Source: an optimization exercise on an open RTL-to-GDS flow (aim: small area). Production flows keep margins and buffers that such runs may drop. The RTL was checked by simulation tests, not by an equivalence proof against the original design. Power is estimated from default activity; no workload was simulated.

`design/flow/config.mk`:
```
export PLATFORM = sky130hd
export DESIGN_NAME = system
export DESIGN_NICKNAME = system
export VERILOG_FILES = /design/flow/design.v
export SDC_FILE = /design/flow/constraint.sdc
export NUM_CORES = 4
export LEC_CHECK = 0
export CAP_MARGIN = 20
export CORE_MARGIN = 2
export CORE_UTILIZATION = 40
export SLEW_MARGIN = 20
```
`design/flow/run.sh`:
```
#!/bin/bash
# synth_recipe.tcl (not shown) runs the flow's synth.tcl, then flattens the netlist and writes it again
# the make line also repeats each setting of config.mk as NAME=value (left out here)
make -C /OpenROAD-flow-scripts/flow DESIGN_CONFIG=/design/flow/config.mk WORK_HOME=/design/flow/orfs CLKGATE_MAP_FILE= SYNTH_SCRIPT=/design/flow/synth_recipe.tcl finish
```
`design/flow/design.v`:
```
module debouncer (
 input CLOCK_50,
 input rst,
 input in,
 output reg out
 );
 reg [9:0] count;
 always @(posedge CLOCK_50)
 if (rst)
 count <= 10'd0;
 else
 count <= count + 1'b1;
 always @(posedge CLOCK_50)
 if (rst)
 out <= 1'b0;
 else if (count == 10'h1ff)
 out <= in;
endmodule
module incrementer(
    input CLOCK_50,
    input rst,
    input [1:0] SW,
    input DB,
    output reg [7:0] BPM
    );
	reg DB_q;
	always @(posedge CLOCK_50)
		if (rst)
			DB_q <= 1'b0;
		else
			DB_q <= DB;
	always @(posedge CLOCK_50) begin 
		if (rst)
			BPM <= 8'd121;
		else if (DB & ~DB_q) begin
		if(SW[1])
			BPM <= 8'd120;
		else if(BPM == 1 & SW[0] == 0)
			BPM <= 8'd255;
		else if(BPM == 255 & SW[0] == 1)
			BPM <= 8'd1;
		else if(SW[0])
			BPM <= BPM + 1;
		else
			BPM <= BPM - 1;
		end
	end
endmodule
module bin_to_dec (
	input [7:0] binary,
	output reg [3:0] huns,
	output reg [3:0] tens,
	output reg [3:0] ones
	);
	integer count;
	always @(binary)	
		begin
			huns = 4'd0;
			tens = 4'd0;
			ones = 4'd0;
		for ( count = 7; count >=0; count = count-1)
			begin	 
				if (huns >= 5)
					huns = huns + 3;
				if (tens >= 5)
					tens = tens + 3;
				if (ones >= 5)
					ones = ones + 3;
				huns = huns << 1;
				huns[0] = tens[3];
				tens = tens << 1;
				tens[0] = ones[3];
				ones = ones << 1;
				ones[0] = binary[count];
			end
		end
endmodule		
module clk_det(
   input [7:0]BPM,
   input    CLOCK_50,
   input    rst,
   output reg BEEP
	);
	reg [31:0] goal;
	reg [31:0] counter;
	reg [31:0] lightcount;
	always@ (posedge(CLOCK_50)) begin
		if (rst) begin
			goal <= 0;
			counter <= 0;
			lightcount <= 0;
			BEEP <= 0;
		end
		else begin
		goal <= 50000 * 60 / BPM;
		counter <= counter + 1;
		lightcount <= lightcount + 1;
		if(counter >= goal) begin
			BEEP <= 1;
			counter <= 0;
			lightcount <= 0;
		end
		else if(lightcount > 1000)	
			BEEP <= 0;
		end
	end
endmodule
module disp(
	input [3:0]in,
	output reg [6:0]out);
	always @(in) begin
		case (in)
			4'h0: out = 7'b1000000;
			4'h1: out = 7'b1111001;
			4'h2: out = 7'b0100100;
			4'h3: out = 7'b0110000;
			4'h4: out = 7'b0011001;
			4'h5: out = 7'b0010010;
			4'h6: out = 7'b0000010;
			4'h7: out = 7'b1111000;
			4'h8: out = 7'b0000000;
			4'h9: out = 7'b0010000;
			4'ha: out = 7'b0001000;
			4'hb: out = 7'b0000011;
			4'hc: out = 7'b1000110;
			4'hd: out = 7'b0100001;
			4'he: out = 7'b0000110;
			4'hf: out = 7'b0001110;
		endcase
	end
endmodule
module system(
	input [1:0] SW,
	input KEY,
	input CLOCK_50,
	input rst,
	output LEDG,
	output [6:0] HEX0,
	output [6:0] HEX1,
	output [6:0] HEX2);
	wire debouncer_to_inc;
	wire debouncer_to_res;
	wire [7:0]inc_to_clk_det;
	wire [3:0]inc_to_disp100;
	wire [3:0]inc_to_disp10;
	wire [3:0]inc_to_disp1;
	debouncer d(
		.CLOCK_50		(CLOCK_50),
		.rst				(rst),
		.in				(KEY),
		.out				(debouncer_to_inc)
	);
	incrementer inc(
		.CLOCK_50		(CLOCK_50),
		.rst				(rst),
		.SW				(SW),
		.DB				(debouncer_to_inc),
		.BPM				(inc_to_clk_det)
	);
	bin_to_dec conv(
		.binary			(inc_to_clk_det),
		.huns				(inc_to_disp100),
		.tens				(inc_to_disp10),
		.ones				(inc_to_disp1)
	);
	clk_det	clk_det(
		.BPM				(inc_to_clk_det),
		.CLOCK_50		(CLOCK_50),
		.rst				(rst),
		.BEEP				(LEDG)
	);
	disp disp100(
		.in				(inc_to_disp100),
		.out				(HEX2)
	);
	disp disp10(
		.in		(inc_to_disp10),
		.out		(HEX1)		
	);
	disp disp1(
		.in		(inc_to_disp1),
		.out		(HEX0)		
	);	
endmodule
```
`design/flow/constraint.sdc`:
```
create_clock -name core_clock -period 100.0 [get_ports {CLOCK_50}]
set_input_delay 20.0000 -clock core_clock [delete_from_list [all_inputs] [get_ports {CLOCK_50}]]
set_output_delay 20.0000 -clock core_clock [all_outputs]
set_load 0.01 [all_outputs]
```
==> results.txt <==
-- power groups by stage --
stage | clock [mW] | sequential [mW] | combinational (mW)
2_1_floorplan | 0 | 0.0484 | 0.00220
3_3_place_gp | 0 | 0.0485 | 0.00293
3_5_place_dp | 0 | 0.0485 | 0.00294
4_1_cts | 0.0652 | 0.0475 | 0.00295
5_1_grt | 0.0671 | 0.0476 | 0.00336
6_report | 0.0636 | 0.0475 | 0.00291
-- layout make-up --
cell class | count | area, µm² | share of cell area (%)
Antenna cell | 1 | 2.50 | 0.00850
Clock buffer | 19 | 433 | 1.47
Clock inverter | 13 | 170 | 0.578
Inverter | 121 | 454 | 1.54
Multi-Input combinational cell | 3580 | 24400 | 83.0
Sequential cell | 117 | 2340 | 7.96
Tap cell | 931 | 1160 | 3.96
Timing Repair Buffer | 52 | 448 | 1.52
-- cells in the mapped netlist, types with 58 or more instances --
library cell	count	area, µm²
clkbuf_1	69	259
nor2_1	462	1730
xor2_1	135	1180
and2_1	59	369
nand2b_1	97	607
nor3_1	127	636
o21ai_0	190	951
nand3_1	141	706
a21o_1	123	923
nand2_1	301	1130
ha_1	263	3290
a21oi_1	295	1480
dfxtp_1	117	2340
o21a_1	99	743
inv_1	118	443
nor2b_1	70	438
nand4_1	58	363
xnor2_1	166	1450
-- cell families after synthesis --
logic type | synth area share, %
xor gates and xnor gates | 9.70
DFF | 8.42
other | 0.0135
muxes | 4.68
AOI/OAI and AO/OA | 30.9
adders and majority gates | 11.8
buffers and inverters | 3.87
and+or+nand+nor | 30.6
-- worst max-delay path by stage --
stage                            startpoint                    endpoint  cells after the start
floorplan           inc.BPM[0]$_SDFFE_PP1P_  clk_det.goal[0]$_SDFF_PP0_                    399
global placement    inc.BPM[0]$_SDFFE_PP1P_  clk_det.goal[0]$_SDFF_PP0_                    362
detailed placement  inc.BPM[0]$_SDFFE_PP1P_  clk_det.goal[0]$_SDFF_PP0_                    362
CTS                 inc.BPM[0]$_SDFFE_PP1P_  clk_det.goal[0]$_SDFF_PP0_                    361
global route        inc.BPM[0]$_SDFFE_PP1P_  clk_det.goal[0]$_SDFF_PP0_                    365
finish              inc.BPM[0]$_SDFFE_PP1P_  clk_det.goal[0]$_SDFF_PP0_                    361
-- sequential cells by signal, indices dropped and copies added, names as in the netlist --
register,cells
d.out,1
inc.DB_q,1
clk_det.lightcount,32
clk_det.BEEP,1
inc.BPM,8
d.count,10
clk_det.counter,32
clk_det.goal,32
-- layer usage --
metal | vias up | wire, µm | track usage, %
met5 | - | 0 | 0
met4 | 0 | 1080 | 4.05
met3 | 80 | 3400 | 1.70
met2 | 703 | 36400 | 37.1
met1 | 13416 | 40000 | 30.9
li1 | 14706 | - | -
-- critical path, delay by kind of cell, from the launching register on --
kind | cells | cell delay [ns]
adders and majority gates | 31 | 9.58
muxes | 3 | 0.76
AOI/OAI and AO/OA | 184 | 39.36
DFF | 1 | 0.80
and+or+nand+nor | 137 | 33.75
buffers and inverters | 6 | 1.07
-- per-stage QoR --
step           hold WS [ns]  total power [mW]  area (µm²)  std cells  util, %
2_1_floorplan         0.418            0.0506       27800       3950        -
3_3_place_gp          0.433            0.0515       28800       4801     42.0
3_5_place_dp          0.440            0.0515       28800       4801     42.0
4_1_cts               0.453             0.116       29400       4833     42.8
5_1_grt               0.497             0.118       29400       4834     42.8
6_report              0.450             0.114       29400       4834     42.8
==> out/qor.yml <==
status: "timing/DRC/antenna clean"
maxSlewViolCount: 0
cp.arrival_ns: 85.89
ir_drop_uv: 10.2
avgViaCountPerCell: 5.98
most-common-layout-cells: "nor2_1, nand2_1, a21oi_1"
setup_violations: 0
finalHoldViolCount: 0
nets: 4157
drtIter0Drc: 2219
io_pins: 27
synthArstFlopShare_pct: 0
ys_types: 135
clock_latency_ns: 0.43
holdBufCountCts: 0
drc: 0
io_buffers: 25
switchingPower_mw: 0.0264
postCtsResizedCells: 0
htree_levels: 4
hp-class: "flop to flop"
area_growth_pct: 5.76
ys_seq_elements: 117
die-area_um2: 71700
routed_wl_mm: 80.9
min_path_cells: 1
crit_type: "flop to flop"
p_sw_share_pct: 23.1
initial_core_util_pct: 40.5
place_hpwl_mm: 62.6
cts.sinks: 117
clockBufferDepth: 2
vias: 28905
rsz0062_at_grt: "false"
gr-usage-all-layers_pct: 22.0
r2r_slack_ns: 14.38
synth_area_um2: 27800
cts_setup_buffers: 0
clock.fmax_ghz: 0.0117
synth.yosys.seq_area_share_pct: 8.42
dr.pass1.iters: 6
setup_ws_ns: 14.38
p_seq_share_pct: 41.7
grt_antenna_before_repair: 1
fillers: 7157
rows: 96
overflow: 0
clk_pin_slew_ns: 0.06
yosysWarnings: 5
pwr_density_cell_nw_per_um2: 3.87
drtAntennaViolNets: 0
cpPeakStageDelay_ns: 0.84
cts_buffers: 17
r2r_start: "inc.BPM[0]$_SDFFE_PP1P_"
drv_cap: 0
tightest_slew_ns: 1.01
fin_setup_tns_ns: 0
yosys_most_used_dff: "dfxtp_1"
core_area_um2: 68700
synth_cells: 3950
clock_power_share_pct: 55.8
grt_max_degree: 55
grt_pass1_vias: 26607
period_minus_slack_ns: 85.62
slew_headroom_pct: 31.7
period_share_pct: 85.6
syn_nets: 4218
cp_slowest_cell: "a41oi_1"
worstPathRequired_ns: 100.27
critPathCaptureType: "flop"
die_h_um: 268
worst_setup_path_start_kind: "flop"
worstHoldStart: "d.count[0]$_SDFF_PP0_"
syn-mean-instance-area_um2: 7.05
reg2reg_depth: 361
place.gp.congestion: 0.917
internal_power_mw: 0.0877
synth-edff-count: 0
cp_max_fo: 36
finClkSkew_ns: 0.0127
dp_slack_ns: 15.49
p_leak_nw: 12.8
cpMostUsedCell: "o21a_1"
cts_tree: "yes"
comb_power_share_pct: 2.5
layout_commonest_cell: "nor2_1"
grt_pass1_wl_mm: 134
r2r-end: "clk_det.goal[0]$_SDFF_PP0_"
drive_gt1_share_pct: 6.36
die_x_um: 268
clock-root-buffer: "clkbuf_16"
wire_per_inst_um: 16.7
min_to: "d.count[0]$_SDFF_PP0_"

what the ideal ports hide:
How much do the figures lean on ideal ports? The routed layout below was timed once more, with nothing changed but the port constraints.
Step 1, drivers: a clkbuf_16 drives CLOCK_50 and a buf_2 each remaining input, both assumed.
Step 2, shift: input delay + t, output delay - t, t = (earliest + latest rising clock arrival at the registers) / 2. This alone moves slack from input paths to output paths.
a / b / c = no drivers / after step 1 / after step 2; a / b = the first two.
shift t [ns]: 0.470
slack for setup (ns): 14.379 / 14.379 / 14.379
cell pins on the clock port's net: 1
After both steps setup and hold are still met in this run. The setup slack of this run moves by 0.000 ns with the drivers and by 0.000 ns with both steps.
